From an optimization exercise on the open Yosys and OpenROAD flow, aimed at a short achievable clock period and few clock cycles; shortcuts taken in it are not production practice. In this exercise RTL edits were held to simulation tests only and were not proved equivalent to the original. Power is estimated from default activity; no workload was simulated.

===== flow/config.mk =====
export PLATFORM = sky130hd
export DESIGN_NAME = cpu
export DESIGN_NICKNAME = cpu
export VERILOG_FILES = /design/flow/design.v
export SDC_FILE = /design/flow/constraint.sdc
export NUM_CORES = 4
export LEC_CHECK = 0
export ABC_CLOCK_PERIOD_IN_PS = 2000
export CAP_MARGIN = 20
export CORE_MARGIN = 2
export CORE_UTILIZATION = 25
export SETUP_SLACK_MARGIN = 4
export SLEW_MARGIN = 20

===== flow/constraint.sdc =====
create_clock -name core_clock -period 6.0 [get_ports {clock}]
set_input_delay 1.2000 -clock core_clock [delete_from_list [all_inputs] [get_ports {clock}]]
set_output_delay 1.2000 -clock core_clock [all_outputs]
set_load 0.01 [all_outputs]

===== flow/design.v =====
`timescale 1ns / 10ps
module cpu(clock, reset, imem_addr, imem_rdata, dmem_addr, dmem_we, dmem_wdata, dmem_rdata);
	input clock;
	input reset;
	output[11:0] imem_addr;
	input[15:0] imem_rdata;
	output[10:0] dmem_addr;
	output dmem_we;
	output[15:0] dmem_wdata;
	input[15:0] dmem_rdata;
	integer k;
	reg [10:0] pc;           
	reg [15:0] ir;
	reg        ir_v;         
	reg        x_add, x_sub, x_and, x_or, x_not, x_shl, x_shr;
	reg        x_ld, x_st, x_br;
	reg [1:0]  x_cond;
	reg [5:0]  x_imm;
	reg [2:0]  x_rd;         
	reg        x_alu;        
	reg        x_sh;         
	reg        x_ldw;        
	reg [7:0]  x_alo, x_blo, x_ahi, x_bhi;
	reg        x_fa1, x_fb1;  
	reg        x_fa2, x_fb2;  
	reg [15:0] x_sd;
	reg        x_sf1, x_sf2;  
	reg        x_pred;
	reg [10:0] x_base;       
	reg [10:0] x_tgt;        
	reg        x_kill;       
	reg        y_add, y_sub, y_and, y_or, y_not, y_shl, y_shr;
	reg        y_ld, y_st, y_br;
	reg        y_c0, y_c1, y_c2;  
	reg        y_zlo;        
	reg [5:0]  y_imm;
	reg [2:0]  y_rd;
	reg [7:1]  y_wo;         
	reg        y_alu, y_sh, y_ldw;
	reg [7:0]  y_lo;         
	reg        y_c, y_bc;    
	reg [7:0]  y_alo, y_blo, y_ahi, y_bhi;
	reg [10:0] y_addr;
	reg [15:0] y_sd;
	reg        y_pred;
	reg        y_late;       
	reg [10:0] y_base;
	reg [10:0] y_tgt;        
	reg [7:1]  w_wo;
	reg [15:0] w_val;
	reg [15:0] rf [1:7];
	wire [3:0] op  = ir[15:12];
	wire [2:0] f_rd  = ir[11:9];
	wire [2:0] f_rs1 = ir[8:6];
	wire [2:0] f_rs2 = ir[5:3];
	wire rr     = ir_v && (op >= 4'd1) && (op <= 4'd8);       
	wire d_addi = ir_v && op == 4'd9;
	wire d_ld   = ir_v && op == 4'd10;
	wire d_st   = ir_v && op == 4'd11;
	wire d_brop = op == 4'd12;
	wire d_inv  = ir_v && ((op == 4'd0) || (op >= 4'd13) || (d_brop && (f_rd[2] || (f_rd[1] && f_rd[0])))
		|| (((op >= 4'd1) && (op <= 4'd8)) && (ir[2:0] != 3'b0)));
	wire d_br   = ir_v && d_brop && !d_inv;
	wire d_sh   = ir_v && (op >= 4'd6) && (op <= 4'd8);
	wire d_wr   = rr || d_addi || d_ld;             
	wire use1   = ir_v && (op >= 4'd1) && (op <= 4'd12);
	wire use2   = rr && (op != 4'd5);
	wire [15:0] imm = {{10{ir[5]}}, ir[5:0]};
	wire d_pred = d_br && (ir[5] || (f_rs1 == 3'd0 && ir[10:9] != 2'd1));
	wire x_w = x_rd != 3'd0 && !x_kill;
	wire y_w = y_rd != 3'd0;
	wire p1_1 = x_w && f_rs1 == x_rd;
	wire p1_2 = x_w && f_rs2 == x_rd;
	wire p1_3 = x_w && f_rd  == x_rd;
	wire p2_1 = !p1_1 && y_w && f_rs1 == y_rd;
	wire p2_2 = !p1_2 && y_w && f_rs2 == y_rd;
	wire p2_3 = !p1_3 && y_w && f_rd  == y_rd;
	wire stall = (use1 && p1_1 && (x_sh || x_ldw || d_ld || d_st)) ||
	             (use2 && p1_2 && (x_sh || x_ldw));
	wire [8:0] sum_lo  = {1'b0, x_alo} + {1'b0, x_blo};
	wire [8:0] diff_lo = {1'b0, x_alo} + {1'b0, ~x_blo} + 9'd1;
	wire [7:0] log_lo  = ({8{x_and}} & (x_alo & x_blo)) |
	                     ({8{x_or}}  & (x_alo | x_blo)) |
	                     ({8{x_not}} & ~x_alo);
	wire [7:0] res_lo  = ({8{x_add}} & sum_lo[7:0]) | ({8{x_sub}} & diff_lo[7:0]) | log_lo;
	wire [2:0] ah0 = x_ahi[2:0] + x_bhi[2:0];
	wire [2:0] ah1 = {ah0[2] ^ (ah0[1] & ah0[0]), ah0[1] ^ ah0[0], ~ah0[0]};
	wire [2:0] addr_hi = sum_lo[8] ? ah1 : ah0;
	wire [15:0] ya = {y_ahi, y_alo};
	wire [15:0] yb = {y_bhi, y_blo};
	wire [7:0] sum_hi  = y_ahi + y_bhi + {7'b0, y_c};
	wire [7:0] diff_hi = y_ahi + ~y_bhi + {7'b0, y_bc};
	wire [7:0] log_hi  = ({8{y_and}} & (y_ahi & y_bhi)) |
	                     ({8{y_or}}  & (y_ahi | y_bhi)) |
	                     ({8{y_not}} & ~y_ahi);
	wire [7:0] res_hi  = ({8{y_add}} & sum_hi) | ({8{y_sub}} & diff_hi) | log_hi;
	wire        big = |y_bhi | |y_blo[7:4];
	wire [15:0] shl = big ? 16'd0 : (ya << y_blo[3:0]);
	wire [15:0] shr = big ? 16'd0 : (ya >> y_blo[3:0]);
	wire [15:0] shres = ({16{y_shl}} & shl) | ({16{y_shr}} & shr);
	wire [15:0] wb = ({16{y_alu}} & {res_hi, y_lo}) | ({16{y_sh}} & shres) |
	                 ({16{y_ldw}} & dmem_rdata);
	wire a_zero = y_zlo && y_ahi == 8'd0;
	wire a_neg  = y_ahi[7];
	wire tk1 = y_br && (y_c0 || y_c2);                       
	wire tk0 = y_br && ((y_c1 && !a_neg) || (y_c2 && a_neg));  
	reg [10:0] y_fall;
	always @* begin
		y_fall[0] = ~y_base[0];
		for (k = 1; k < 11; k = k + 1)
			y_fall[k] = y_base[k] ^ (&(y_base | ~((11'd1 << k) - 11'd1)));
	end
	wire [10:0] x_off = {{5{x_imm[5]}}, x_imm};
	wire [10:0] lt_t;
	ks_add11 lt_u(.a(y_tgt), .b(x_off), .s(lt_t));
	wire [10:0] lt_f = y_base + x_off + 11'd1;
	wire [10:0] nx1 = tk1 ? y_tgt : y_fall;
	wire [10:0] nx0 = tk0 ? y_tgt : y_fall;
	wire rd1 = y_br && (y_late || (tk1 != y_pred));
	wire rd0 = y_br && (y_late || (tk0 != y_pred));
	wire redirect = a_zero ? rd1 : rd0;
	wire squash   = redirect && !y_late;
	assign dmem_addr  = y_addr;
	assign dmem_we    = y_st;
	assign dmem_wdata = y_sd;
	reg [10:0] pc_inc;
	always @* begin
		pc_inc[0] = ~pc[0];
		for (k = 1; k < 11; k = k + 1)
			pc_inc[k] = pc[k] ^ (&(pc | ~((11'd1 << k) - 11'd1)));
	end
	wire [10:0] d_tgt = pc + {{5{ir[5]}}, ir[5:0]};
	wire [10:0] pc_norm = (stall || d_inv) ? pc : d_pred ? d_tgt : pc_inc;
	wire [10:0] pc_next = a_zero ? (rd1 ? nx1 : pc_norm) : (rd0 ? nx0 : pc_norm);
	assign imem_addr = {pc, 1'b0};
	wire [15:0] rv [0:7];
	assign rv[0] = 16'd0;
	genvar g;
	generate for (g = 1; g < 8; g = g + 1) begin : rvg
		assign rv[g] = w_wo[g] ? w_val : rf[g];
	end endgenerate
	wire [15:0] r1 = rv[f_rs1];
	wire [15:0] r2 = rv[f_rs2];
	wire [15:0] r3 = rv[f_rd];
	wire y_alu_lo = y_alu;       
	wire [7:0] a_lo =
		({8{p1_1 & x_add}} & sum_lo[7:0]) | ({8{p1_1 & x_sub}} & diff_lo[7:0]) |
		({8{p1_1 & (x_and | x_or | x_not)}} & log_lo) |
		({8{p2_1 & y_alu_lo}} & y_lo) | ({8{p2_1 & y_sh}} & shres[7:0]) |
		({8{p2_1 & y_ldw}} & dmem_rdata[7:0]) |
		({8{~p1_1 & ~p2_1}} & r1[7:0]);
	wire [7:0] b_lo =
		({8{rr & p1_2 & x_add}} & sum_lo[7:0]) | ({8{rr & p1_2 & x_sub}} & diff_lo[7:0]) |
		({8{rr & p1_2 & (x_and | x_or | x_not)}} & log_lo) |
		({8{rr & p2_2 & y_alu_lo}} & y_lo) | ({8{rr & p2_2 & y_sh}} & shres[7:0]) |
		({8{rr & p2_2 & y_ldw}} & dmem_rdata[7:0]) |
		({8{rr & ~p1_2 & ~p2_2}} & r2[7:0]) |
		({8{~rr}} & imm[7:0]);
	wire [2:0] y_hi3 = ({3{y_alu}} & res_hi[2:0]) | ({3{y_sh}} & shres[10:8]) |
	                   ({3{y_ldw}} & dmem_rdata[10:8]);
	wire [7:0] a_hi = {r1[15:11], p2_1 ? y_hi3 : r1[10:8]};
	wire [7:0] b_hi = rr ? r2[15:8] : imm[15:8];
	wire y_log = y_and | y_or | y_not;
	always @(posedge clock) begin
		if (reset) begin
			pc <= 11'd0;
			ir <= 16'h0000;      
			ir_v <= 1'b1;
			x_add <= 1'b0; x_sub <= 1'b0; x_and <= 1'b0; x_or <= 1'b0;
			x_not <= 1'b0; x_shl <= 1'b0; x_shr <= 1'b0;
			x_ld <= 1'b0; x_st <= 1'b0; x_br <= 1'b0;
			x_rd <= 3'd0; x_alu <= 1'b0; x_sh <= 1'b0; x_ldw <= 1'b0; x_kill <= 1'b0;
			y_add <= 1'b0; y_sub <= 1'b0; y_and <= 1'b0; y_or <= 1'b0;
			y_not <= 1'b0; y_shl <= 1'b0; y_shr <= 1'b0;
			y_ld <= 1'b0; y_st <= 1'b0; y_br <= 1'b0;
			y_rd <= 3'd0; y_wo <= 7'd0; y_alu <= 1'b0; y_sh <= 1'b0; y_ldw <= 1'b0;
			w_wo <= 7'd0;
		end else begin
			pc <= pc_next;
			if (!stall)
				ir <= imem_rdata;
			if (squash)
				ir_v <= 1'b0;
			else if (!stall)
				ir_v <= 1'b1;
			x_kill <= squash;
			if (stall) begin
				x_add <= 1'b0; x_sub <= 1'b0; x_and <= 1'b0; x_or <= 1'b0;
				x_not <= 1'b0; x_shl <= 1'b0; x_shr <= 1'b0;
				x_ld <= 1'b0; x_st <= 1'b0; x_br <= 1'b0;
				x_rd <= 3'd0; x_alu <= 1'b0; x_sh <= 1'b0; x_ldw <= 1'b0;
			end else begin
				x_add <= (ir_v && op == 4'd1) || d_addi || d_ld || d_st;
				x_sub <= ir_v && op == 4'd2;
				x_and <= ir_v && op == 4'd3;
				x_or  <= ir_v && op == 4'd4;
				x_not <= ir_v && op == 4'd5;
				x_shl <= ir_v && op == 4'd6;
				x_shr <= ir_v && (op == 4'd7 || op == 4'd8);
				x_ld  <= d_ld;
				x_st  <= d_st;
				x_br  <= d_br;
				x_rd  <= d_wr ? f_rd : 3'd0;
				x_alu <= d_wr && !d_ld && !d_sh && f_rd != 3'd0;
				x_sh  <= d_sh && f_rd != 3'd0;
				x_ldw <= d_ld && f_rd != 3'd0;
			end
			y_add <= x_add; y_sub <= x_sub; y_and <= x_and; y_or <= x_or;
			y_not <= x_not; y_shl <= x_shl; y_shr <= x_shr;
			y_ld <= x_ld && !x_kill; y_st <= x_st && !x_kill; y_br <= x_br && !x_kill;
			y_rd <= x_kill ? 3'd0 : x_rd;
			y_wo <= x_kill ? 7'd0 : (8'd1 << x_rd) >> 1;
			y_alu <= x_alu && !x_kill; y_sh <= x_sh && !x_kill; y_ldw <= x_ldw && !x_kill;
			w_wo <= y_wo;
			for (k = 1; k < 8; k = k + 1)
				if (w_wo[k])
					rf[k] <= w_val;
		end
		x_cond <= ir[10:9];
		x_imm  <= ir[5:0];
		x_alo  <= a_lo;
		x_blo  <= b_lo;
		x_ahi  <= a_hi;
		x_bhi  <= b_hi;
		x_fa1  <= p1_1;
		x_fb1  <= rr && p1_2;
		x_sd   <= r3;
		x_sf1  <= p1_3;
		x_sf2  <= p2_3;
		x_fa2  <= p2_1;
		x_fb2  <= rr && p2_2;
		x_pred <= d_pred;
		x_base <= pc;
		x_tgt  <= d_tgt;
		y_c0   <= x_cond == 2'd0;
		y_c1   <= x_cond == 2'd1;
		y_c2   <= x_cond[1];
		y_zlo  <= x_alo == 8'd0;
		y_imm  <= x_imm;
		y_lo   <= res_lo;
		y_c    <= sum_lo[8];
		y_bc   <= diff_lo[8];
		y_alo  <= x_alo;
		y_blo  <= x_blo;
		y_ahi  <= ({8{x_fa1 & y_add}} & sum_hi) | ({8{x_fa1 & y_sub}} & diff_hi) |
		          ({8{x_fa1 & y_log}} & log_hi) | ({8{x_fa2}} & w_val[15:8]) |
		          ({8{~x_fa1 & ~x_fa2}} & x_ahi);
		y_bhi  <= ({8{x_fb1 & y_add}} & sum_hi) | ({8{x_fb1 & y_sub}} & diff_hi) |
		          ({8{x_fb1 & y_log}} & log_hi) | ({8{x_fb2}} & w_val[15:8]) |
		          ({8{~x_fb1 & ~x_fb2}} & x_bhi);
		y_addr <= {addr_hi, sum_lo[7:0]};
		y_sd[15:8] <= ({8{x_sf1 & y_alu & y_add}} & sum_hi) | ({8{x_sf1 & y_alu & y_sub}} & diff_hi) |
		              ({8{x_sf1 & y_alu & y_log}} & log_hi) | ({8{x_sf1 & y_sh}} & shres[15:8]) |
		              ({8{x_sf1 & y_ldw}} & dmem_rdata[15:8]) | ({8{x_sf2}} & w_val[15:8]) |
		              ({8{~x_sf1 & ~x_sf2}} & x_sd[15:8]);
		y_sd[7:0]  <= ({8{x_sf1 & y_alu}} & y_lo) | ({8{x_sf1 & y_sh}} & shres[7:0]) |
		              ({8{x_sf1 & y_ldw}} & dmem_rdata[7:0]) | ({8{x_sf2}} & w_val[7:0]) |
		              ({8{~x_sf1 & ~x_sf2}} & x_sd[7:0]);
		y_pred <= x_pred;
		y_late <= redirect;
		y_base <= a_zero ? (rd1 ? nx1 : x_base) : (rd0 ? nx0 : x_base);
		y_tgt  <= a_zero ? (rd1 ? (tk1 ? lt_t : lt_f) : x_tgt) : (rd0 ? (tk0 ? lt_t : lt_f) : x_tgt);
		w_val  <= wb;
	end
endmodule
module ks_add11(a, b, s);
	input [10:0] a, b;
	output [10:0] s;
	wire [10:0] p = a ^ b;
	wire [10:0] g0 = a & b;
	wire [10:0] t0 = a | b;
	wire [10:0] g1, t1, g2, t2, g3, t3, g4;
	genvar i;
	generate for (i = 0; i < 11; i = i + 1) begin : pre
		if (i >= 1) begin : l1
			assign g1[i] = g0[i] | (t0[i] & g0[i-1]);
			assign t1[i] = t0[i] & t0[i-1];
		end else begin : l1c
			assign g1[i] = g0[i];
			assign t1[i] = t0[i];
		end
		if (i >= 2) begin : l2
			assign g2[i] = g1[i] | (t1[i] & g1[i-2]);
			assign t2[i] = t1[i] & t1[i-2];
		end else begin : l2c
			assign g2[i] = g1[i];
			assign t2[i] = t1[i];
		end
		if (i >= 4) begin : l3
			assign g3[i] = g2[i] | (t2[i] & g2[i-4]);
			assign t3[i] = t2[i] & t2[i-4];
		end else begin : l3c
			assign g3[i] = g2[i];
			assign t3[i] = t2[i];
		end
		if (i >= 8) begin : l4
			assign g4[i] = g3[i] | (t3[i] & g3[i-8]);
		end else begin : l4c
			assign g4[i] = g3[i];
		end
	end endgenerate
	assign s = p ^ {g4[9:0], 1'b0};
endmodule

===== flow/run.sh =====
#!/bin/bash
# synth_recipe.tcl (not shown) runs the flow's synth.tcl, then flattens the netlist and writes it again
# the make line also repeats each setting of config.mk as NAME=value (left out here)
make -C /OpenROAD-flow-scripts/flow DESIGN_CONFIG=/design/flow/config.mk WORK_HOME=/design/flow/orfs CLKGATE_MAP_FILE= SYNTH_SCRIPT=/design/flow/synth_recipe.tcl finish

==> flow_metrics.env, run 1 <==
export IMPL_grt_pass1_wl_um=113300
export IMPL_routed_via_density=5.284
export IMPL_post_place_ws_ns=2.574
export IMPL_clk_pin_slew_ns=0.06
export IMPL_final_core_util=0.3500
export IMPL_holdBufCountCts=0
export IMPL_tns_ns=0
export IMPL_ir_drop_uv=176.9
export IMPL_r2r_slack_ns=3.60
export IMPL_layout_commonest_cell="nand2_1"
export IMPL_h_tree_depth=2
export IMPL_io_pins=74
export IMPL_grt_pass1_vias=18240
export IMPL_cts_buffer_depth=3
export IMPL_coreArea_mm2=0.08555
export IMPL_finalNonFillerCells=3689
export IMPL_ys_ff_latch=383
export IMPL_wl_met3_um=6559
export IMPL_crit_fanout=12
export IMPL_die_h_um=298.3
export IMPL_p_leak_nw=11.44
export IMPL_grt_max_degree=59
export IMPL_highest_layer="met5"
export IMPL_syn_instance_count=2293
export IMPL_rows=107
export IMPL_hold_viol_final=0
export IMPL_io_buffers=72
export IMPL_synth_top_area_cell="dfxtp_1"
export IMPL_yosysSeqAreaShare=0.4060
export IMPL_cts_buffers=40
export IMPL_start_util=0.2530
export IMPL_root_buffer="clkbuf_16"
export IMPL_synth_distinct_cells=85
export IMPL_syn_nets=2435
export IMPL_grt_overflow=0
export IMPL_synthFlopType="dfxtp_1"
export IMPL_cpMaxStageDelayCell="or4b_4"
export IMPL_nets=2655
export IMPL_postRouteAntennaNets=0
export IMPL_syn_to_final_growth_pct=38.32
export IMPL_path_cells="or4b_4 -> a211oi_2 -> and2_4 -> a31oi_2 -> a2111oi_4 -> mux2_1 -> o21ai_1"
export IMPL_yosys_warnings=2
export IMPL_drt_iter0_markers=2162
export IMPL_required_ns=6.48
export IMPL_fmax_mhz=416.4
export IMPL_synthesis_area_mm2=0.02165
export IMPL_drive_gt1_frac=0.3788
export IMPL_critical_path_buf_inv_count=0
export IMPL_dpl_instance_area_mm2=0.02364
export IMPL_tightest_slew_ns=0.9324
export IMPL_start_kind="flip-flop"
export IMPL_min_period_ns=2.402
export IMPL_status="complete, no violations"
export IMPL_hpwl_um=49930
export IMPL_track_usage=0.1633
export IMPL_vias=19490
export IMPL_insertion_delay_ns=0.60
export IMPL_synth_top_area_frac=0.2506
export IMPL_drc=0
export IMPL_critical_path_max_stage_delay_ns=0.51
export IMPL_drv_slew=0
export IMPL_dp_cells=3384
export IMPL_power_density_mw_per_mm2=269.9
export IMPL_wl_met2_um=37100
export IMPL_maxCapViolations=0
export IMPL_layout_common_cells="nand2_1, dfxtp_1, buf_4, nor2_1, inv_1"
export IMPL_cts_tree="done"
export IMPL_cts_num_sinks=383
export IMPL_hold_path_class="flip-flop to flip-flop"
export IMPL_rsz0062_at_grt="true"
export IMPL_path_class="flip-flop to flip-flop"
export IMPL_setup_viol=0
export IMPL_routedLengthMet1_um=31830
export IMPL_dieArea_mm2=0.08895
export IMPL_routed_wl_um=80100
export IMPL_synth_edff_count=112
export IMPL_crit_family="simple AND/OR/NAND/NOR gates"
export IMPL_synthTopCellsByArea="dfxtp_1, edfxtp_1, ha_1"
export IMPL_relSlewSlack=0.3776
export IMPL_first_pass_iters=8
export IMPL_async_flop_share=0
export IMPL_wl_per_cell_um=21.71
export IMPL_diodes=0
export IMPL_synth_avg_cell_area_um2=9.440
export IMPL_setup_ws_ns=3.598
export IMPL_die_x_um=298.3
export IMPL_crit_arrival_ns=2.89
export IMPL_critPathCaptureType="flip-flop"
export IMPL_finClkSkew_ns=0.05165
export IMPL_finalInstanceArea_mm2=0.02994
export IMPL_antenna_found_initial=1
export IMPL_routabilityCongestion=0.8944
export IMPL_timing_final_crit_share=0.4003
[metal layers]
metal | up-vias | track usage
met5 | - | 0
met4 | 2 | 0.07574
met3 | 245 | 0.02997
met2 | 999 | 0.2654
met1 | 9429 | 0.2095
li1 | 8819 | -
[repair_timing]
item	in CTS	in global routing
endpoints found under the hold margin	0	0
gates cloned	11	10
setup endpoints to repair	324	204
resized for setup	587	312
pin swaps	104	134
setup buffers	147	63
[worst paths after layout]
kind              cells past startpoint  startpoint      to
setup / recovery                      7        ir_v  pc[10]
hold / removal                        0      x_pred  y_pred
setup reg to reg                      7        ir_v  pc[10]
hold reg to reg                       0      x_pred  y_pred
[cell families (layout without fill, tap and decap cells)]
family	after synthesis	after routing	synth area share
compound gates	618	618	0.1935
other cells	1	1	0.0001732
xor+xnor	66	66	0.02671
flops	383	383	0.4060
simple gates	606	610	0.1299
fa+ha+maj	108	108	0.06590
mux	197	197	0.1209
buf+inv	314	562	0.05694
[cells in the mapped netlist, types with 7 or more instances]
cell type    n
o21ai_0    106
o21bai_1    10
a22oi_1     56
edfxtp_1   112
xnor2_1     34
o21a_1       9
ha_1        98
and2_1      13
inv_1      152
o22ai_1     35
a21oi_1    149
o211ai_1    29
mux2_2      84
buf_2       19
a221oi_1    37
nor2b_1     33
buf_1       20
fa_1        10
mux2i_1     69
nand4_1      7
nand2_1    222
xor2_1      32
dfxtp_1    271
nor3_1      33
nand2b_1    29
a221o_1     17
nor4_1      18
nor2_1     157
a222oi_1    10
and3_1      24
nand3_1     32
o21ai_1     12
a21o_1      21
o221ai_1    26
o31ai_1      9
a211oi_1    14
clkbuf_1   111
a31oi_1     10
mux4_2      43
or3_1       10
a22o_1      17
[metrics by stage]
| step | power [mW] | hold slack [ns] |
|---|---|---|
| 4_1_cts | 7.763 | 0.3270 |
| 3_3_place_gp | 4.675 | 0.3131 |
| 5_1_grt | 8.371 | 0.3308 |
| 3_5_place_dp | 4.686 | 0.3121 |
| 6_report | 8.080 | 0.3266 |
| 2_1_floorplan | 4.185 | 0.3096 |
[final cells by class]
type | instances | area, um2
fillers | 8319 | 55610
multi-input cells | 1600 | 13820
flip-flops and latches | 383 | 9031
repair buffers | 328 | 3583
well taps | 1144 | 1431
clock buffers | 56 | 1185
inverters | 159 | 639.4
clock inverters | 18 | 242.7
repair inverters | 1 | 7.507
[where the power goes]
part / total (mW) / internal, mW / leakage, nW / switching (mW)
combinational: 2.21 / 1.04 / 7.37 / 1.17
sequential: 3.15 / 2.91 / 3.37 / 0.238
clock: 2.72 / 1.61 / 0.701 / 1.12
[state kept, by name, indices dropped and copies added (netlist names), 7 cells and up]
name	flops
rf	112
ir	16
w_val	16
x_sd	16
y_sd	16
pc	11
x_base	11
x_tgt	11
y_addr	11
y_base	11
y_tgt	11
x_ahi	8
x_alo	8
x_bhi	8
x_blo	8
y_ahi	8
y_alo	8
y_bhi	8
y_blo	8
y_lo	8
w_wo	7
y_wo	7
[worst register-to-register path, delay by kind of cell (launching register included)]
family,cells,cell delay [ns]
DFF,1,0.50
and+or+nand+nor,2,0.73
AOI/OAI and AO/OA,4,0.74
muxes,1,0.35
Testbench counts, summed over its fixed seeds: cycles 63,595.
==> run 2, diff against run 1 <==
--- a/flow/design.v
+++ b/flow/design.v
@@ -49,6 +49,7 @@
 	reg [7:1]  w_wo;
 	reg [15:0] w_val;
 	reg [15:0] rf [1:7];
+	reg [7:1]  zf;           
 	wire [3:0] op  = ir[15:12];
 	wire [2:0] f_rd  = ir[11:9];
 	wire [2:0] f_rs1 = ir[8:6];
@@ -66,7 +67,6 @@
 	wire use1   = ir_v && (op >= 4'd1) && (op <= 4'd12);
 	wire use2   = rr && (op != 4'd5);
 	wire [15:0] imm = {{10{ir[5]}}, ir[5:0]};
-	wire d_pred = d_br && (ir[5] || (f_rs1 == 3'd0 && ir[10:9] != 2'd1));
 	wire x_w = x_rd != 3'd0 && !x_kill;
 	wire y_w = y_rd != 3'd0;
 	wire p1_1 = x_w && f_rs1 == x_rd;
@@ -75,6 +75,23 @@
 	wire p2_1 = !p1_1 && y_w && f_rs1 == y_rd;
 	wire p2_2 = !p1_2 && y_w && f_rs2 == y_rd;
 	wire p2_3 = !p1_3 && y_w && f_rd  == y_rd;
+	wire [7:0] zfv = {zf, 1'b1};
+	wire [7:0] sgv;
+	assign sgv[0] = 1'b0;
+	genvar gz;
+	generate for (gz = 1; gz < 8; gz = gz + 1) begin : sgg
+		assign sgv[gz] = rf[gz][15];
+	end endgenerate
+	wire [7:0] w_wo8 = {w_wo, 1'b0};
+	wire x_lz = (x_alo ^ x_blo) == {x_alo[6:0] | x_blo[6:0], 1'b0};
+	wire d_z = zfv[f_rs1];
+	wire d_n = sgv[f_rs1];
+	wire d_guess = p1_1 && x_alu && x_add;
+	wire d_known = !p1_1 && !p2_1 && !w_wo8[f_rs1];
+	wire d_tk = ir[10:9] == 2'd0 ? d_z : ir[10:9] == 2'd1 ? (!d_n && !d_z) : (d_n || d_z);
+	wire pred1 = d_br && (d_guess ? ir[10:9] != 2'd1 : d_known ? d_tk : ir[5]);
+	wire pred0 = d_br && (d_guess ? ir[10:9] == 2'd1 : d_known ? d_tk : ir[5]);
+	wire d_pred = x_lz ? pred1 : pred0;
 	wire stall = (use1 && p1_1 && (x_sh || x_ldw || d_ld || d_st)) ||
 	             (use2 && p1_2 && (x_sh || x_ldw));
 	wire [8:0] sum_lo  = {1'b0, x_alo} + {1'b0, x_blo};
@@ -130,7 +147,10 @@
 			pc_inc[k] = pc[k] ^ (&(pc | ~((11'd1 << k) - 11'd1)));
 	end
 	wire [10:0] d_tgt = pc + {{5{ir[5]}}, ir[5:0]};
-	wire [10:0] pc_norm = (stall || d_inv) ? pc : d_pred ? d_tgt : pc_inc;
+	wire [10:0] pc_hold = (stall || d_inv) ? pc : pc_inc;
+	wire [10:0] norm1 = (pred1 && !stall) ? d_tgt : pc_hold;
+	wire [10:0] norm0 = (pred0 && !stall) ? d_tgt : pc_hold;
+	wire [10:0] pc_norm = x_lz ? norm1 : norm0;
 	wire [10:0] pc_next = a_zero ? (rd1 ? nx1 : pc_norm) : (rd0 ? nx0 : pc_norm);
 	assign imem_addr = {pc, 1'b0};
 	wire [15:0] rv [0:7];
@@ -213,8 +233,10 @@
 			y_alu <= x_alu && !x_kill; y_sh <= x_sh && !x_kill; y_ldw <= x_ldw && !x_kill;
 			w_wo <= y_wo;
 			for (k = 1; k < 8; k = k + 1)
-				if (w_wo[k])
+				if (w_wo[k]) begin
 					rf[k] <= w_val;
+					zf[k] <= w_val == 16'd0;
+				end
 		end
 		x_cond <= ir[10:9];
 		x_imm  <= ir[5:0];
--- a/flow/config.mk
+++ b/flow/config.mk
@@ -8,6 +8,6 @@
 export ABC_CLOCK_PERIOD_IN_PS = 2000
 export CAP_MARGIN = 20
 export CORE_MARGIN = 2
-export CORE_UTILIZATION = 25
+export CORE_UTILIZATION = 40
 export SETUP_SLACK_MARGIN = 4
 export SLEW_MARGIN = 20
==> run 2 against run 1 <==
Compared with the run above: largest cell class unchanged; critical path type unchanged; wire length shrank 0.69%; core utilization grew 20 points; combinational power is essentially flat.
==> flow_metrics.env, run 2 <==
export IMPL_routed_wl_um=79550
export IMPL_cts_num_sinks=390
export IMPL_dieArea_mm2=0.05607
export IMPL_cts_buffers=44
export IMPL_crit_fanout=13
export IMPL_status="complete, no violations"
export IMPL_largest_register_ffs=112
export IMPL_routabilityCongestion=0.9111
export IMPL_dpl_instance_area_mm2=0.02320
export IMPL_synth_simple_area_share=0.1216
export IMPL_synthFlopType="dfxtp_1"
export IMPL_synth_top_family_by_area="compound AO/OA/AOI/OAI gates"
export IMPL_routed_via_density=5.989
export IMPL_finClkSkew_ns=0.02674
export IMPL_synth_top_area_frac=0.2503
export IMPL_root_buffer="clkbuf_16"
export IMPL_synthesis_area_mm2=0.02168
export IMPL_wl_per_cell_um=24.60
export IMPL_grt_overflow=0
export IMPL_post_place_ws_ns=2.273
export IMPL_hpwl_um=49630
export IMPL_synthXorXnorAreaFrac=0.03232
export IMPL_die_x_um=236.8
export IMPL_hold_path_class="flip-flop to flip-flop"
export IMPL_grt_pass1_wl_um=116400
export IMPL_final_core_util=0.5486
export IMPL_drv_slew=0
export IMPL_die_h_um=236.8
export IMPL_syn_instance_count=2252
export IMPL_layout_common_cells="dfxtp_1, nand2_1, nor2_1, buf_4, inv_1"
export IMPL_syn_to_final_growth_pct=35.92
export IMPL_min_period_ns=2.665
export IMPL_grt_max_degree=85
export IMPL_tightest_slew_ns=0.7962
export IMPL_io_buffers=72
export IMPL_drc=0
export IMPL_hold_viol_final=0
export IMPL_cts_buffer_depth=3
export IMPL_synthAdderAreaFrac=0.06407
export IMPL_io_pins=74
export IMPL_relSlewSlack=0.4684
export IMPL_ir_drop_uv=190.6
export IMPL_synth_most_common_cell="dfxtp_1"
export IMPL_syn_nets=2391
export IMPL_holdBufCountCts=0
export IMPL_maxCapViolations=0
export IMPL_drive_gt1_frac=0.3593
export IMPL_synth_distinct_cells=78
export IMPL_synthTopCellsByArea="dfxtp_1, edfxtp_1, ha_1"
export IMPL_coreArea_mm2=0.05371
export IMPL_start_kind="flip-flop"
export IMPL_yosys_warnings=2
export IMPL_p_leak_nw=11.80
export IMPL_synth_edff_count=119
export IMPL_muxShareOfSynthArea=0.1298
export IMPL_tns_ns=0
export IMPL_synth_avg_cell_area_um2=9.626
export IMPL_async_flop_share=0
export IMPL_fmax_mhz=375.2
export IMPL_grt_pass1_vias=18710
export IMPL_cts_tree="done"
export IMPL_timing_final_crit_share=0.4442
export IMPL_cpMaxStageDelayCell="a2111oi_0"
export IMPL_path_cells="buf_6 -> buf_4 -> a2111oi_0 -> nand4_1 -> a21oi_1 -> nor4b_4 -> buf_12 -> nor3_1 -> a211o_1"
export IMPL_drt_iter0_markers=2122
export IMPL_largest_register="rf"
export IMPL_nFillCells=4535
export IMPL_critical_path_max_stage_delay_ns=0.52
export IMPL_h_tree_depth=2
export IMPL_setup_ws_ns=3.335
export IMPL_antenna_found_initial=3
export IMPL_synth_top_area_cell="dfxtp_1"
export IMPL_rows=85
export IMPL_start_util=0.4036
export IMPL_synth_compound_area_frac=0.1786
export IMPL_diodes=0
export IMPL_critPathCaptureType="flip-flop"
export IMPL_yosysSeqAreaShare=0.4151
export IMPL_vias=19370
export IMPL_ys_ff_latch=390
export IMPL_postRouteAntennaNets=0
export IMPL_finalInstanceArea_mm2=0.02947
export IMPL_required_ns=6.48
export IMPL_path_class="flip-flop to flip-flop"
export IMPL_setup_viol=0
export IMPL_layout_commonest_cell="dfxtp_1"
export IMPL_track_usage=0.2713
export IMPL_rsz0062_at_grt="true"
export IMPL_first_pass_iters=6
export IMPL_power_density_mw_per_mm2=274.5
export IMPL_clk_pin_slew_ns=0.06
export IMPL_nets=2642
export IMPL_crit_arrival_ns=3.15
export IMPL_ys_top_cells_by_count="dfxtp_1, nand2_1, nor2_1"
export IMPL_insertion_delay_ns=0.60
## run 2: cell type report
cell class | instances | area [um2] | share of cell area
multi-input cells | 1538 | 13330 | 0.4524
clock buffers | 58 | 1245 | 0.04225
inverters | 164 | 689.4 | 0.02340
flip-flops and latches | 390 | 9199 | 0.3122
repair buffers | 364 | 3913 | 0.1328
repair inverters | 1 | 7.507 | 0.0002548
well taps | 696 | 870.8 | 0.02955
clock inverters | 23 | 210.2 | 0.007134
## run 2: final timing paths
kind / startpoint / end / slack [ns] / depth (start not counted)
worst max-delay path: ir[13] / pc[7] / 3.33 / 9
worst max register to register: ir[13] / pc[7] / 3.33 / 9
worst min register to register: x_pred / y_pred / 0.33 / 0
worst min-delay path: x_pred / y_pred / 0.33 / 0
## run 2: kinds of logic (layout without fill, tap and decap cells)
family | Yosys count | in the layout
simple gates | 577 | 577
compound gates | 557 | 557
mux | 218 | 218
buf+inv | 324 | 610
flops | 390 | 390
other cells | 1 | 1
xor+xnor | 80 | 80
fa+ha+maj | 105 | 105
## run 2: worst max-delay path: cells and delay by family, from the launching register on
family | cells | cell delay (ns)
compound gates | 3 | 1.00
simple gates | 3 | 0.72
buf+inv | 3 | 0.48
flops | 1 | 0.35
## run 2: repair_timing
| item | CTS | global route |
|---|---|---|
| pin swaps | 145 | 106 |
| gates cloned | 12 | 3 |
| endpoints found under the setup margin | 306 | 222 |
| gates resized for setup | 614 | 180 |
| buffers inserted | 198 | 50 |
## run 2: routing by layer
layer | part of all wire | vias to the layer above | GRT usage
met1 | 0.41 | 9525 | 0.3595
li1 | - | 8659 | -
met4 | 0.040 | 4 | 0.09916
met5 | 0.00031 | - | 0
met3 | 0.082 | 223 | 0.05153
met2 | 0.47 | 959 | 0.4415
## run 2: power by group
part | total (mW) | internal [mW] | leakage (nW) | switching, mW
logic | 2.23 | 1.04 | 7.65 | 1.19
registers | 3.16 | 2.96 | 3.43 | 0.201
clock network | 2.70 | 1.53 | 0.716 | 1.17
total | 8.09 | 5.52 | 11.8 | 2.56
## run 2: through the flow
stage,power (mW),instances,hold WS (ns)
2_1_floorplan,4.221,2252,0.3096
3_3_place_gp,4.709,2890,0.3166
3_5_place_dp,4.740,2890,0.3121
4_1_cts,7.854,3181,0.3310
5_1_grt,8.388,3234,0.3436
6_report,8.088,3234,0.3293
Testbench counts of run 2, summed over its fixed seeds: cycles 61,784.
==> run 3, diff against run 2 <==
--- a/flow/design.v
+++ b/flow/design.v
@@ -54,18 +54,23 @@
 	wire [2:0] f_rd  = ir[11:9];
 	wire [2:0] f_rs1 = ir[8:6];
 	wire [2:0] f_rs2 = ir[5:3];
-	wire rr     = ir_v && (op >= 4'd1) && (op <= 4'd8);       
-	wire d_addi = ir_v && op == 4'd9;
-	wire d_ld   = ir_v && op == 4'd10;
-	wire d_st   = ir_v && op == 4'd11;
-	wire d_brop = op == 4'd12;
-	wire d_inv  = ir_v && ((op == 4'd0) || (op >= 4'd13) || (d_brop && (f_rd[2] || (f_rd[1] && f_rd[0])))
-		|| (((op >= 4'd1) && (op <= 4'd8)) && (ir[2:0] != 3'b0)));
-	wire d_br   = ir_v && d_brop && !d_inv;
-	wire d_sh   = ir_v && (op >= 4'd6) && (op <= 4'd8);
+	wire [3:0] f_op = imem_rdata[15:12];
+	wire f_rr  = (f_op >= 4'd1) && (f_op <= 4'd8);
+	wire f_inv = (f_op == 4'd0) || (f_op >= 4'd13) ||
+		(f_op == 4'd12 && (imem_rdata[11] || (imem_rdata[10] && imem_rdata[9]))) ||
+		(f_rr && (imem_rdata[2:0] != 3'b0));
+	reg pd_rr, pd_addi, pd_ld, pd_st, pd_br, pd_inv, pd_sh, pd_use1, pd_use2;
+	reg pd_add, pd_sub, pd_and, pd_or, pd_not, pd_shl, pd_shr;
+	wire rr     = ir_v && pd_rr;           
+	wire d_addi = ir_v && pd_addi;
+	wire d_ld   = ir_v && pd_ld;
+	wire d_st   = ir_v && pd_st;
+	wire d_inv  = ir_v && pd_inv;
+	wire d_br   = ir_v && pd_br;
+	wire d_sh   = ir_v && pd_sh;
 	wire d_wr   = rr || d_addi || d_ld;             
-	wire use1   = ir_v && (op >= 4'd1) && (op <= 4'd12);
-	wire use2   = rr && (op != 4'd5);
+	wire use1   = ir_v && pd_use1;
+	wire use2   = ir_v && pd_use2;
 	wire [15:0] imm = {{10{ir[5]}}, ir[5:0]};
 	wire x_w = x_rd != 3'd0 && !x_kill;
 	wire y_w = y_rd != 3'd0;
@@ -185,6 +190,10 @@
 		if (reset) begin
 			pc <= 11'd0;
 			ir <= 16'h0000;      
+			pd_rr <= 1'b0; pd_addi <= 1'b0; pd_ld <= 1'b0; pd_st <= 1'b0; pd_br <= 1'b0;
+			pd_inv <= 1'b1; pd_sh <= 1'b0; pd_use1 <= 1'b0; pd_use2 <= 1'b0;
+			pd_add <= 1'b0; pd_sub <= 1'b0; pd_and <= 1'b0; pd_or <= 1'b0;
+			pd_not <= 1'b0; pd_shl <= 1'b0; pd_shr <= 1'b0;
 			ir_v <= 1'b1;
 			x_add <= 1'b0; x_sub <= 1'b0; x_and <= 1'b0; x_or <= 1'b0;
 			x_not <= 1'b0; x_shl <= 1'b0; x_shr <= 1'b0;
@@ -197,8 +206,25 @@
 			w_wo <= 7'd0;
 		end else begin
 			pc <= pc_next;
-			if (!stall)
+			if (!stall) begin
 				ir <= imem_rdata;
+				pd_rr   <= f_rr;
+				pd_addi <= f_op == 4'd9;
+				pd_ld   <= f_op == 4'd10;
+				pd_st   <= f_op == 4'd11;
+				pd_br   <= f_op == 4'd12 && !f_inv;
+				pd_inv  <= f_inv;
+				pd_sh   <= (f_op >= 4'd6) && (f_op <= 4'd8);
+				pd_use1 <= (f_op >= 4'd1) && (f_op <= 4'd12);
+				pd_use2 <= f_rr && (f_op != 4'd5);
+				pd_add  <= f_op == 4'd1 || f_op == 4'd9 || f_op == 4'd10 || f_op == 4'd11;
+				pd_sub  <= f_op == 4'd2;
+				pd_and  <= f_op == 4'd3;
+				pd_or   <= f_op == 4'd4;
+				pd_not  <= f_op == 4'd5;
+				pd_shl  <= f_op == 4'd6;
+				pd_shr  <= f_op == 4'd7 || f_op == 4'd8;
+			end
 			if (squash)
 				ir_v <= 1'b0;
 			else if (!stall)
@@ -210,13 +236,13 @@
 				x_ld <= 1'b0; x_st <= 1'b0; x_br <= 1'b0;
 				x_rd <= 3'd0; x_alu <= 1'b0; x_sh <= 1'b0; x_ldw <= 1'b0;
 			end else begin
-				x_add <= (ir_v && op == 4'd1) || d_addi || d_ld || d_st;
-				x_sub <= ir_v && op == 4'd2;
-				x_and <= ir_v && op == 4'd3;
-				x_or  <= ir_v && op == 4'd4;
-				x_not <= ir_v && op == 4'd5;
-				x_shl <= ir_v && op == 4'd6;
-				x_shr <= ir_v && (op == 4'd7 || op == 4'd8);
+				x_add <= ir_v && pd_add;
+				x_sub <= ir_v && pd_sub;
+				x_and <= ir_v && pd_and;
+				x_or  <= ir_v && pd_or;
+				x_not <= ir_v && pd_not;
+				x_shl <= ir_v && pd_shl;
+				x_shr <= ir_v && pd_shr;
 				x_ld  <= d_ld;
 				x_st  <= d_st;
 				x_br  <= d_br;
==> run 3 against run 2 <==
Compared with the run above: core utilization rose by 0.32 points; clock skew fell by 0.0021 ns; critical path depth did not move; flip-flop and latch count rose by 12; clock power rose by 3%; critical endpoint is now pc[9]; sequential share of layout area barely moved.
==> flow_metrics.env, run 3 <==
export IMPL_finClkSkew_ns=0.02460
export IMPL_track_usage=0.2766
export IMPL_largest_register="rf"
export IMPL_start_util=0.4031
export IMPL_maxCapViolations=0
export IMPL_crit_arrival_ns=3.10
export IMPL_cts_tree="done"
export IMPL_nFillCells=4613
export IMPL_tns_ns=0
export IMPL_power_density_mw_per_mm2=253.9
export IMPL_final_core_util=0.5518
export IMPL_hpwl_um=50900
export IMPL_hold_viol_final=0
export IMPL_routabilityCongestion=0.9471
export IMPL_synth_top_area_frac=0.2556
export IMPL_insertion_delay_ns=0.60
export IMPL_synthesis_area_mm2=0.02217
export IMPL_status="complete, no violations"
export IMPL_crit_start="x_alo[3]"
export IMPL_synth_distinct_cells=81
export IMPL_dieArea_mm2=0.05731
export IMPL_grt_pass1_vias=19240
export IMPL_yosys_warnings=2
export IMPL_antenna_found_initial=1
export IMPL_coreArea_mm2=0.05499
export IMPL_rr_endpoint="pc[9]"
export IMPL_cts_num_sinks=402
export IMPL_grt_max_degree=61
export IMPL_io_pins=74
export IMPL_tightest_slew_ns=1.152
export IMPL_crit_fanout=8
export IMPL_ir_drop_uv=219.1
export IMPL_nets=2688
export IMPL_vias=19840
export IMPL_layout_common_cells="dfxtp_1, buf_4, nand2_1, nor2_1"
export IMPL_fmax_mhz=387.3
export IMPL_multi_input_area_mm2=0.01399
export IMPL_synth_edff_count=119
export IMPL_synth_avg_cell_area_um2=9.642
export IMPL_post_place_ws_ns=2.180
export IMPL_dp_cells=2982
export IMPL_layout_commonest_cell="dfxtp_1"
export IMPL_start_kind="flip-flop"
export IMPL_min_period_ns=2.582
export IMPL_diodes=0
export IMPL_die_h_um=239.4
export IMPL_syn_to_final_growth_pct=36.88
export IMPL_grt_pass1_wl_um=120400
export IMPL_synth_top_area_cell="dfxtp_1"
export IMPL_timing_rr_start="x_alo[3]"
export IMPL_cts_buffers=45
export IMPL_critPathCaptureType="flip-flop"
export IMPL_rows=86
export IMPL_setup_ws_ns=3.418
export IMPL_die_x_um=239.4
export IMPL_root_buffer="clkbuf_16"
export IMPL_required_ns=6.52
export IMPL_regArea_mm2=0.009482
export IMPL_io_buffers=72
export IMPL_drt_iter0_markers=2254
export IMPL_synth_most_common_cell="dfxtp_1"
export IMPL_timing_final_crit_share=0.4303
export IMPL_h_tree_depth=2
export IMPL_path_class="flip-flop to flip-flop"
export IMPL_synthTopCellsByArea="dfxtp_1, edfxtp_1, ha_1"
export IMPL_syn_instance_count=2299
export IMPL_drive_gt1_frac=0.3843
export IMPL_yosysSeqAreaShare=0.4168
export IMPL_wl_per_cell_um=24.31
export IMPL_first_pass_iters=8
export IMPL_synthFlopType="dfxtp_1"
export IMPL_relSlewSlack=0.2309
export IMPL_clk_pin_slew_ns=0.06
export IMPL_hold_path_class="flip-flop to flip-flop"
export IMPL_async_flop_share=0
export IMPL_routed_via_density=5.954
export IMPL_drv_slew=0
export IMPL_setup_viol=0
export IMPL_r2r_cells=9
export IMPL_largest_register_ffs=112
export IMPL_r2r_slack_ns=3.42
export IMPL_cts_buffer_depth=3
export IMPL_syn_nets=2438
export IMPL_rsz0062_at_grt="true"
export IMPL_postRouteAntennaNets=0
export IMPL_p_leak_nw=11.86
export IMPL_grt_overflow=0
export IMPL_ys_top_cells_by_count="dfxtp_1, nand2_1, inv_1, nor2_1, a21oi_1"
export IMPL_power_total_mw=7.705
export IMPL_drc=0
export IMPL_crit_path_end="pc[9]"
export IMPL_routed_wl_um=80990
export IMPL_ys_ff_latch=402
export IMPL_finalNonFillerCells=3332
==> run 3: changes by cell type after synthesis, sizes merged, moves of 11 or more <==
cell    before  now
dfxtp      271  283
a221oi      41   57
o22ai       50   35
nor2       177  159
o21ai       96  108
a221o       27   10
mux2        75   92
xnor2       38   49
mux2i      100   69
xor2        42   30
a21oi      104  133
==> run 3: worst min-delay path by stage <==
stage	slack [ns]	to	start	cells past startpoint
after global placement	0.32	y_pred	x_pred	0
after CTS	0.33	y_pred	x_pred	0
final	0.33	y_pred	x_pred	0
after detailed placement	0.31	y_pred	x_pred	0
after floorplan	0.31	y_pred	x_pred	0
after global routing	0.34	y_pred	x_pred	0
==> run 3: power breakdown <==
part / total (mW) / switching (mW) / internal, mW
combinational: 1.76 / 0.939 / 0.824
sequential: 3.16 / 0.171 / 2.99
clock: 2.78 / 1.17 / 1.61
==> run 3: metrics by stage <==
| step | instance area, um2 | hold slack (ns) |
|---|---|---|
| after floorplan | 22860 | 0.3096 |
| after global placement | 23850 | 0.3163 |
| after detailed placement | 23850 | 0.3135 |
| after CTS | 28930 | 0.3272 |
| after global routing | 30340 | 0.3446 |
| final | 30340 | 0.3295 |
==> run 3: metal layers <==
| layer | wire length [um] | vias to the layer above | GRT usage |
|---|---|---|---|
| met5 | 0 | - | 0 |
| met4 | 4091 | 0 | 0.1286 |
| met3 | 6436 | 256 | 0.04691 |
| met2 | 37190 | 1028 | 0.4467 |
| met1 | 33280 | 9650 | 0.3616 |
| li1 | - | 8904 | - |
==> run 3: what timing repair did <==
item	in CTS	in global routing
hold buffers	0	0
resized for setup	643	206
pin swaps	146	111
gates cloned	11	0
buffers inserted	191	66
setup endpoints to repair	354	213
==> run 3: logic make-up (layout without fill, tap and decap cells) <==
kind of cell / Yosys count / count (layout) / synth area share
mux: 207 / 207 / 0.1246
buf+inv: 324 / 609 / 0.05786
xor+xnor: 79 / 79 / 0.03121
other cells: 1 / 1 / 0.0001692
simple gates: 580 / 580 / 0.1224
compound gates: 601 / 601 / 0.1842
fa+ha+maj: 105 / 105 / 0.06266
flops: 402 / 402 / 0.4168
==> run 3: layout make-up <==
type / count / share of cell area
timing repair inverter: 4 / 0.001567
inverter: 163 / 0.02248
clock inverter: 12 / 0.002351
sequential: 402 / 0.3125
tap: 748 / 0.03085
clock buffer: 70 / 0.04631
multi-input combinational: 1573 / 0.4611
timing repair buffer: 360 / 0.1229
==> run 3: worst max-delay path, stage by stage (launching register included) <==
cell     delay, ns
dfxtp_4       0.39
inv_4         0.05
ha_4          0.27
xnor2_4       0.15
nor4_4        0.31
a21oi_1       0.12
o21ba_4       0.25
or4_4         0.64
nor2_8        0.16
a311o_1       0.18
Testbench counts of run 3, summed over its fixed seeds: cycles 61,784.
==> run 4, diff against run 3 <==
--- a/flow/design.v
+++ b/flow/design.v
@@ -97,8 +97,18 @@
 	wire pred1 = d_br && (d_guess ? ir[10:9] != 2'd1 : d_known ? d_tk : ir[5]);
 	wire pred0 = d_br && (d_guess ? ir[10:9] == 2'd1 : d_known ? d_tk : ir[5]);
 	wire d_pred = x_lz ? pred1 : pred0;
-	wire stall = (use1 && p1_1 && (x_sh || x_ldw || d_ld || d_st)) ||
-	             (use2 && p1_2 && (x_sh || x_ldw));
+	reg stall_r;
+	wire stall = stall_r;
+	wire d_wsh = d_sh && f_rd != 3'd0;           
+	wire d_wld = d_ld && f_rd != 3'd0;           
+	wire d_wany = d_wr && f_rd != 3'd0;
+	wire f_mem  = f_op == 4'd10 || f_op == 4'd11;
+	wire f_u1   = (f_op >= 4'd1) && (f_op <= 4'd12);
+	wire f_u2   = f_rr && (f_op != 4'd5);
+	wire f_h1   = imem_rdata[8:6] == f_rd;
+	wire f_h2   = imem_rdata[5:3] == f_rd;
+	wire stall_next = (f_u1 && f_h1 && (d_wsh || d_wld || (f_mem && d_wany))) ||
+	                  (f_u2 && f_h2 && (d_wsh || d_wld));
 	wire [8:0] sum_lo  = {1'b0, x_alo} + {1'b0, x_blo};
 	wire [8:0] diff_lo = {1'b0, x_alo} + {1'b0, ~x_blo} + 9'd1;
 	wire [7:0] log_lo  = ({8{x_and}} & (x_alo & x_blo)) |
@@ -190,6 +200,7 @@
 		if (reset) begin
 			pc <= 11'd0;
 			ir <= 16'h0000;      
+			stall_r <= 1'b0;
 			pd_rr <= 1'b0; pd_addi <= 1'b0; pd_ld <= 1'b0; pd_st <= 1'b0; pd_br <= 1'b0;
 			pd_inv <= 1'b1; pd_sh <= 1'b0; pd_use1 <= 1'b0; pd_use2 <= 1'b0;
 			pd_add <= 1'b0; pd_sub <= 1'b0; pd_and <= 1'b0; pd_or <= 1'b0;
@@ -230,6 +241,7 @@
 			else if (!stall)
 				ir_v <= 1'b1;
 			x_kill <= squash;
+			stall_r <= !stall && !squash && stall_next;
 			if (stall) begin
 				x_add <= 1'b0; x_sub <= 1'b0; x_and <= 1'b0; x_or <= 1'b0;
 				x_not <= 1'b0; x_shl <= 1'b0; x_shr <= 1'b0;
==> run 4 against run 3 <==
Compared with the run above: area after synthesis increased by 0.73%; first-iteration DRC count rose by 4.7%; synthesized cell count is 0.22% higher; sequential power is essentially flat; largest cell class unchanged; highest routed layer is now met5.
==> flow_metrics.env, run 4 <==
export IMPL_largest_register_ffs=112
export IMPL_postRouteAntennaNets=0
export IMPL_yosysSeqAreaShare=0.4129
export IMPL_grt_pass1_wl_um=116200
export IMPL_nFillCells=4768
export IMPL_syn_nets=2446
export IMPL_routed_wl_um=79670
export IMPL_layout_common_cells="dfxtp_1, nand2_1, nor2_1, buf_4, inv_1"
export IMPL_required_ns=6.52
export IMPL_rr_endpoint="y_tgt[10]"
export IMPL_drt_iter0_markers=2359
export IMPL_min_period_ns=2.661
export IMPL_synthTopCellsByArea="dfxtp_1, edfxtp_1, ha_1"
export IMPL_wl_per_cell_um=24.13
export IMPL_synthFlopType="dfxtp_1"
export IMPL_synth_most_common_cell="dfxtp_1"
export IMPL_path_class="flip-flop to flip-flop"
export IMPL_setup_viol=0
export IMPL_drive_gt1_frac=0.3426
export IMPL_synth_distinct_cells=86
export IMPL_start_kind="flip-flop"
export IMPL_insertion_delay_ns=0.59
export IMPL_nets=2662
export IMPL_hold_path_class="flip-flop to flip-flop"
export IMPL_drv_slew=0
export IMPL_start_util=0.4053
export IMPL_first_pass_iters=6
export IMPL_die_x_um=240.3
export IMPL_r2r_cells=9
export IMPL_ir_drop_uv=190.9
export IMPL_power_switching_mw=2.235
export IMPL_antenna_found_initial=2
export IMPL_grt_overflow=0
export IMPL_crit_path_end="y_tgt[10]"
export IMPL_pwr_share_comb=0.219
export IMPL_cts_tree="done"
export IMPL_die_h_um=240.3
export IMPL_track_usage=0.2649
export IMPL_drc=0
export IMPL_switching_share=0.2883
export IMPL_cts_num_sinks=401
export IMPL_critPathCaptureType="flip-flop"
export IMPL_routed_via_density=6.000
export IMPL_io_buffers=72
export IMPL_syn_instance_count=2304
export IMPL_synth_top_area_frac=0.2528
export IMPL_crit_fanout=5
export IMPL_timing_rr_start="y_ahi[0]"
export IMPL_grt_pass1_vias=18710
export IMPL_maxCapViolations=0
export IMPL_relSlewSlack=0.2787
export IMPL_timing_final_crit_share=0.4435
export IMPL_coreArea_mm2=0.05509
export IMPL_grt_max_degree=120
export IMPL_ys_ff_latch=401
export IMPL_largest_register="rf"
export IMPL_p_leak_nw=11.83
export IMPL_pwr_share_clk=0.374
export IMPL_h_tree_depth=2
export IMPL_cts_buffer_depth=3
export IMPL_finClkSkew_ns=0.02504
export IMPL_dp_cells=2985
export IMPL_hpwl_um=49900
export IMPL_synthesis_area_mm2=0.02233
export IMPL_synth_avg_cell_area_um2=9.691
export IMPL_hold_ws_ns=0.3583
export IMPL_diodes=0
export IMPL_p_int_mw=5.517
export IMPL_vias=19810
export IMPL_crit_arrival_ns=3.18
export IMPL_hold_viol_final=0
export IMPL_layout_commonest_cell="dfxtp_1"
export IMPL_root_buffer="clkbuf_16"
export IMPL_tns_ns=0
export IMPL_power_frac_seq=0.407
export IMPL_synth_top_area_cell="dfxtp_1"
export IMPL_crit_start="y_ahi[0]"
export IMPL_dieArea_mm2=0.05773
export IMPL_io_pins=74
export IMPL_power_density_mw_per_mm2=260.7
export IMPL_rsz0062_at_grt="true"
export IMPL_tightest_slew_ns=1.080
export IMPL_fmax_mhz=375.8
export IMPL_clk_pin_slew_ns=0.06
export IMPL_rows=86
export IMPL_ys_top_cells_by_count="dfxtp_1, nand2_1, nor2_1"
export IMPL_routabilityCongestion=0.8809
export IMPL_syn_to_final_growth_pct=33.18
export IMPL_r2r_slack_ns=3.34
export IMPL_cts_buffers=45
export IMPL_holdBufCountCts=0
export IMPL_status="complete, no violations"
export IMPL_synth_edff_count=119
export IMPL_finalNonFillerCells=3302
export IMPL_async_flop_share=0
export IMPL_yosys_warnings=2
run 4: worst min-delay path by stage:
| stage | endpoint | slack (ns) | from | depth (start not counted) |
|---|---|---|---|---|
| 4_1_cts | y_pred | 0.36 | x_pred | 0 |
| 3_3_place_gp | y_c2 | 0.35 | x_cond[1] | 0 |
| 6_report | y_pred | 0.36 | x_pred | 0 |
| 3_5_place_dp | y_pred | 0.34 | x_pred | 0 |
| 5_1_grt | y_pred | 0.36 | x_pred | 0 |
| 2_1_floorplan | y_pred | 0.31 | x_pred | 0 |
run 4: cells by family after synthesis:
kind of cell,count (synthesis),share of synthesized area
multiplexers,221,0.1287
flip-flops,401,0.4129
XOR/XNOR,79,0.03099
other,1,0.0001679
adder cells (fa/ha/maj),108,0.06388
AO/OA/AOI/OAI,606,0.1887
AND/OR/NAND/NOR,551,0.1165
buffers and inverters,337,0.05828
run 4: layout make-up:
type,count,area [um2],area share
well taps,748,935.9,0.03147
clock buffers,64,1269,0.04266
clock inverters,17,249.0,0.008373
multi-input cells,1567,13570,0.4565
repair buffers,331,3538,0.1190
flip-flops and latches,401,9439,0.3174
inverters,173,725.7,0.02440
repair inverters,1,7.507,0.0002524
run 4: what timing repair did:
action,in CTS,in global routing
pin swaps,126,110
gates cloned,9,4
endpoints found under the setup margin,223,175
buffers inserted,180,43
gates resized for setup,540,182
run 4: metal layers:
metal | part of all wire | vias up | wire (um) | GRT usage
met2 | 0.44 | 1070 | 35060 | 0.4010
met1 | 0.43 | 9636 | 33920 | 0.3691
met3 | 0.089 | 228 | 7091 | 0.04397
met5 | 0.00029 | - | 23 | 0
met4 | 0.045 | 4 | 3572 | 0.1229
li1 | - | 8873 | - | -
run 4: stage by stage:
step / total power, mW / instance area (um2) / utilization / setup slack [ns]
2_1_floorplan: 4.032 / 23110 / - / 3.574
4_1_cts: 7.597 / 28500 / 0.5173 / 3.399
6_report: 7.753 / 29740 / 0.5398 / 3.339
3_5_place_dp: 4.430 / 24010 / 0.4358 / 2.581
3_3_place_gp: 4.409 / 24010 / 0.4358 / 2.629
5_1_grt: 7.996 / 29740 / 0.5398 / 3.286
run 4: critical path, cell delays in order, from the launching register on:
cell,delay [ns]
dfxtp_4,0.37
or4_4,0.60
o32a_1,0.40
a21oi_2,0.19
o31ai_4,0.08
buf_4,0.16
buf_6,0.13
or3_1,0.33
mux2_2,0.26
nand4b_1,0.09
run 4: power by group through the flow:
stage / Combinational [mW] / Sequential, mW / Clock [mW]
4_1_cts: 1.53 / 3.14 / 2.92
3_5_place_dp: 1.21 / 3.22 / 0
2_1_floorplan: 0.900 / 3.13 / 0
5_1_grt: 1.80 / 3.17 / 3.03
3_3_place_gp: 1.20 / 3.21 / 0
6_report: 1.70 / 3.16 / 2.90
Testbench counts of run 4, summed over its fixed seeds: cycles 61,784.
==> run 5, diff against run 4 <==
--- a/flow/design.v
+++ b/flow/design.v
@@ -49,7 +49,6 @@
 	reg [7:1]  w_wo;
 	reg [15:0] w_val;
 	reg [15:0] rf [1:7];
-	reg [7:1]  zf;           
 	wire [3:0] op  = ir[15:12];
 	wire [2:0] f_rd  = ir[11:9];
 	wire [2:0] f_rs1 = ir[8:6];
@@ -72,6 +71,7 @@
 	wire use1   = ir_v && pd_use1;
 	wire use2   = ir_v && pd_use2;
 	wire [15:0] imm = {{10{ir[5]}}, ir[5:0]};
+	wire d_pred = d_br && (ir[5] || (f_rs1 == 3'd0 && ir[10:9] != 2'd1));
 	wire x_w = x_rd != 3'd0 && !x_kill;
 	wire y_w = y_rd != 3'd0;
 	wire p1_1 = x_w && f_rs1 == x_rd;
@@ -80,23 +80,6 @@
 	wire p2_1 = !p1_1 && y_w && f_rs1 == y_rd;
 	wire p2_2 = !p1_2 && y_w && f_rs2 == y_rd;
 	wire p2_3 = !p1_3 && y_w && f_rd  == y_rd;
-	wire [7:0] zfv = {zf, 1'b1};
-	wire [7:0] sgv;
-	assign sgv[0] = 1'b0;
-	genvar gz;
-	generate for (gz = 1; gz < 8; gz = gz + 1) begin : sgg
-		assign sgv[gz] = rf[gz][15];
-	end endgenerate
-	wire [7:0] w_wo8 = {w_wo, 1'b0};
-	wire x_lz = (x_alo ^ x_blo) == {x_alo[6:0] | x_blo[6:0], 1'b0};
-	wire d_z = zfv[f_rs1];
-	wire d_n = sgv[f_rs1];
-	wire d_guess = p1_1 && x_alu && x_add;
-	wire d_known = !p1_1 && !p2_1 && !w_wo8[f_rs1];
-	wire d_tk = ir[10:9] == 2'd0 ? d_z : ir[10:9] == 2'd1 ? (!d_n && !d_z) : (d_n || d_z);
-	wire pred1 = d_br && (d_guess ? ir[10:9] != 2'd1 : d_known ? d_tk : ir[5]);
-	wire pred0 = d_br && (d_guess ? ir[10:9] == 2'd1 : d_known ? d_tk : ir[5]);
-	wire d_pred = x_lz ? pred1 : pred0;
 	reg stall_r;
 	wire stall = stall_r;
 	wire d_wsh = d_sh && f_rd != 3'd0;           
@@ -162,10 +145,7 @@
 			pc_inc[k] = pc[k] ^ (&(pc | ~((11'd1 << k) - 11'd1)));
 	end
 	wire [10:0] d_tgt = pc + {{5{ir[5]}}, ir[5:0]};
-	wire [10:0] pc_hold = (stall || d_inv) ? pc : pc_inc;
-	wire [10:0] norm1 = (pred1 && !stall) ? d_tgt : pc_hold;
-	wire [10:0] norm0 = (pred0 && !stall) ? d_tgt : pc_hold;
-	wire [10:0] pc_norm = x_lz ? norm1 : norm0;
+	wire [10:0] pc_norm = (stall || d_inv) ? pc : d_pred ? d_tgt : pc_inc;
 	wire [10:0] pc_next = a_zero ? (rd1 ? nx1 : pc_norm) : (rd0 ? nx0 : pc_norm);
 	assign imem_addr = {pc, 1'b0};
 	wire [15:0] rv [0:7];
@@ -200,11 +180,11 @@
 		if (reset) begin
 			pc <= 11'd0;
 			ir <= 16'h0000;      
-			stall_r <= 1'b0;
 			pd_rr <= 1'b0; pd_addi <= 1'b0; pd_ld <= 1'b0; pd_st <= 1'b0; pd_br <= 1'b0;
 			pd_inv <= 1'b1; pd_sh <= 1'b0; pd_use1 <= 1'b0; pd_use2 <= 1'b0;
 			pd_add <= 1'b0; pd_sub <= 1'b0; pd_and <= 1'b0; pd_or <= 1'b0;
 			pd_not <= 1'b0; pd_shl <= 1'b0; pd_shr <= 1'b0;
+			stall_r <= 1'b0;
 			ir_v <= 1'b1;
 			x_add <= 1'b0; x_sub <= 1'b0; x_and <= 1'b0; x_or <= 1'b0;
 			x_not <= 1'b0; x_shl <= 1'b0; x_shr <= 1'b0;
@@ -271,10 +251,8 @@
 			y_alu <= x_alu && !x_kill; y_sh <= x_sh && !x_kill; y_ldw <= x_ldw && !x_kill;
 			w_wo <= y_wo;
 			for (k = 1; k < 8; k = k + 1)
-				if (w_wo[k]) begin
+				if (w_wo[k])
 					rf[k] <= w_val;
-					zf[k] <= w_val == 16'd0;
-				end
 		end
 		x_cond <= ir[10:9];
 		x_imm  <= ir[5:0];
==> run 5 against run 4 <==
Compared with the run above: first-iteration DRC count decreased by 6.9%; clock skew increased by 0.0031 ns; critical endpoint is now y_sd[10]; critical path type unchanged; still clean; global-route usage decreased by 0.37 points; combinational power decreased by 5%; clock power decreased by 7.6%; register-to-register slack improved by 0.20 ns; fmax increased by 8.0%.
==> flow_metrics.env, run 5 <==
export IMPL_crit_arrival_ns=2.89
export IMPL_final_core_util=0.5257
export IMPL_cts_buffers=44
export IMPL_drive_gt1_frac=0.3167
export IMPL_muxShareOfSynthArea=0.1326
export IMPL_synth_most_common_cell="dfxtp_1"
export IMPL_path_cells="fa_2 -> inv_2 -> fa_2 -> inv_2 -> a221oi_2 -> a21oi_1 -> a211o_1 -> a22o_1 -> a221o_1"
export IMPL_drv_slew=0
export IMPL_syn_to_final_growth_pct=29.28
export IMPL_tightest_slew_ns=0.6751
export IMPL_coreArea_mm2=0.05403
export IMPL_cpMaxStageDelayCell="a221o_1"
export IMPL_rsz0062_at_grt="true"
export IMPL_fmax_mhz=405.8
export IMPL_status="complete, no violations"
export IMPL_first_pass_iters=8
export IMPL_hold_ws_ns=0.3416
export IMPL_power_density_mw_per_mm2=260.4
export IMPL_synth_top_area_frac=0.2570
export IMPL_nFillCells=4666
export IMPL_postRouteAntennaNets=0
export IMPL_setup_viol=0
export IMPL_critical_path_max_stage_delay_ns=0.42
export IMPL_rr_endpoint="y_sd[10]"
export IMPL_synthAdderAreaFrac=0.06379
export IMPL_nets=2592
export IMPL_hold_path_class="flip-flop to flip-flop"
export IMPL_synthXorXnorAreaFrac=0.02751
export IMPL_crit_fanout=4
export IMPL_worstHoldPathCells=0
export IMPL_ir_drop_uv=161.6
export IMPL_crit_family="compound AO/OA/AOI/OAI gates"
export IMPL_synth_avg_cell_area_um2=9.657
export IMPL_clk_pin_slew_ns=0.07
export IMPL_synth_edff_count=112
export IMPL_largest_register="rf"
export IMPL_critical_path_buf_inv_count=2
export IMPL_r2r_cells=9
export IMPL_cts_buffer_depth=3
export IMPL_start_kind="flip-flop"
export IMPL_routabilityCongestion=0.9184
export IMPL_synthTopCellsByArea="dfxtp_1, edfxtp_1, ha_1"
export IMPL_synth_compound_area_frac=0.1922
export IMPL_grt_pass1_wl_um=113800
export IMPL_die_x_um=238.4
export IMPL_syn_nets=2415
export IMPL_routed_wl_um=77490
export IMPL_layout_commonest_cell="dfxtp_1"
export IMPL_synthesis_area_mm2=0.02197
export IMPL_cp_depth=9
export IMPL_r2r_slack_ns=3.54
export IMPL_layout_common_cells="dfxtp_1, nand2_1, inv_1, buf_4, nor2_1"
export IMPL_cts_num_sinks=394
export IMPL_p_leak_nw=11.05
export IMPL_grt_overflow=0
export IMPL_antenna_found_initial=3
export IMPL_syn_instance_count=2275
export IMPL_synth_top_family_by_area="compound AO/OA/AOI/OAI gates"
export IMPL_vias=19300
export IMPL_grt_max_degree=121
export IMPL_grt_pass1_vias=18140
export IMPL_relSlewSlack=0.5494
export IMPL_start_util=0.4066
export IMPL_path_class="flip-flop to flip-flop"
export IMPL_rows=85
export IMPL_drt_iter0_markers=2196
export IMPL_min_period_ns=2.464
export IMPL_wl_per_cell_um=24.32
export IMPL_dieArea_mm2=0.05681
export IMPL_tns_ns=0
export IMPL_track_usage=0.2612
export IMPL_finClkSkew_ns=0.02812
export IMPL_io_pins=74
export IMPL_cts_tree="done"
export IMPL_routed_via_density=6.058
export IMPL_h_tree_depth=2
export IMPL_die_h_um=238.4
export IMPL_io_buffers=72
export IMPL_critPathCaptureType="flip-flop"
export IMPL_maxCapViolations=0
export IMPL_drc=0
export IMPL_largest_register_ffs=112
export IMPL_insertion_delay_ns=0.58
export IMPL_root_buffer="clkbuf_16"
export IMPL_hpwl_um=49940
export IMPL_ys_ff_latch=394
export IMPL_synth_simple_area_share=0.1154
export IMPL_ys_top_cells_by_count="dfxtp_1, nand2_1, inv_1"
export IMPL_synth_top_area_cell="dfxtp_1"
export IMPL_synthFlopType="dfxtp_1"
export IMPL_crit_start="y_ahi[0]"
export IMPL_required_ns=6.43
export IMPL_yosysSeqAreaShare=0.4101
export IMPL_hold_viol_final=0
export IMPL_crit_path_end="y_sd[10]"
export IMPL_min_from="x_pred"
export IMPL_synth_distinct_cells=81
export IMPL_async_flop_share=0
export IMPL_timing_final_crit_share=0.4107
export IMPL_timing_rr_start="y_ahi[0]"
export IMPL_yosys_warnings=2
-- run 5: area by class of cell --
type                       count  area (um2)  area share
timing repair buffer         288        2892      0.1018
multi-input combinational   1559       13310      0.4685
clock buffer                  68        1304     0.04591
inverter                     165       671.9     0.02366
tap                          696       870.8     0.03066
clock inverter                14       118.9    0.004185
sequential                   394        9233      0.3251
antenna                        2       5.005   0.0001762
-- run 5: cells by family after synthesis --
family,after synthesis
adder cells (fa/ha/maj),106
other,1
multiplexers,214
buffers and inverters,325
AND/OR/NAND/NOR,542
flip-flops,394
XOR/XNOR,69
AO/OA/AOI/OAI,624
-- run 5: how the worst min path moves through the flow --
| stage | to | slack, ns |
|---|---|---|
| 6_report | y_pred | 0.34 |
| 5_1_grt | y_pred | 0.35 |
| 4_1_cts | y_pred | 0.34 |
| 3_5_place_dp | y_pred | 0.34 |
| 3_3_place_gp | y_pred | 0.33 |
| 2_1_floorplan | y_pred | 0.31 |
-- run 5: per-stage QoR --
step	total power, mW	std cells	worst slack, ns	area [um2]
detailed placement	4.363	2911	2.929	23550
global route	7.664	3185	3.465	28400
CTS	7.240	3126	3.580	27250
global placement	4.340	2911	3.008	23550
floorplan	3.961	2275	3.677	22590
finish	7.397	3186	3.536	28400
-- run 5: routing by layer --
layer	up-vias	routed length, um	GRT usage
met5	-	9	0
met4	2	3081	0.1013
met3	189	6768	0.04651
met2	1021	34520	0.4044
met1	9401	33110	0.3629
li1	8689	-	-
-- run 5: what timing repair did --
action | in CTS | in global routing
endpoints found under the setup margin | 223 | 167
cloned | 9 | 2
pin swaps | 124 | 108
hold buffers | 0 | 0
resized for setup | 516 | 155
buffers inserted | 124 | 56
-- run 5: power breakdown --
part           leakage [nW]  total [mW]  internal, mW  switching (mW)
Combinational          6.89        1.61         0.759           0.854
Clock                 0.703        2.68          1.55            1.13
Sequential             3.46        3.11          2.93           0.180
Total                  11.1        7.40          5.24            2.16
Testbench counts of run 5, summed over its fixed seeds: cycles 63,595.
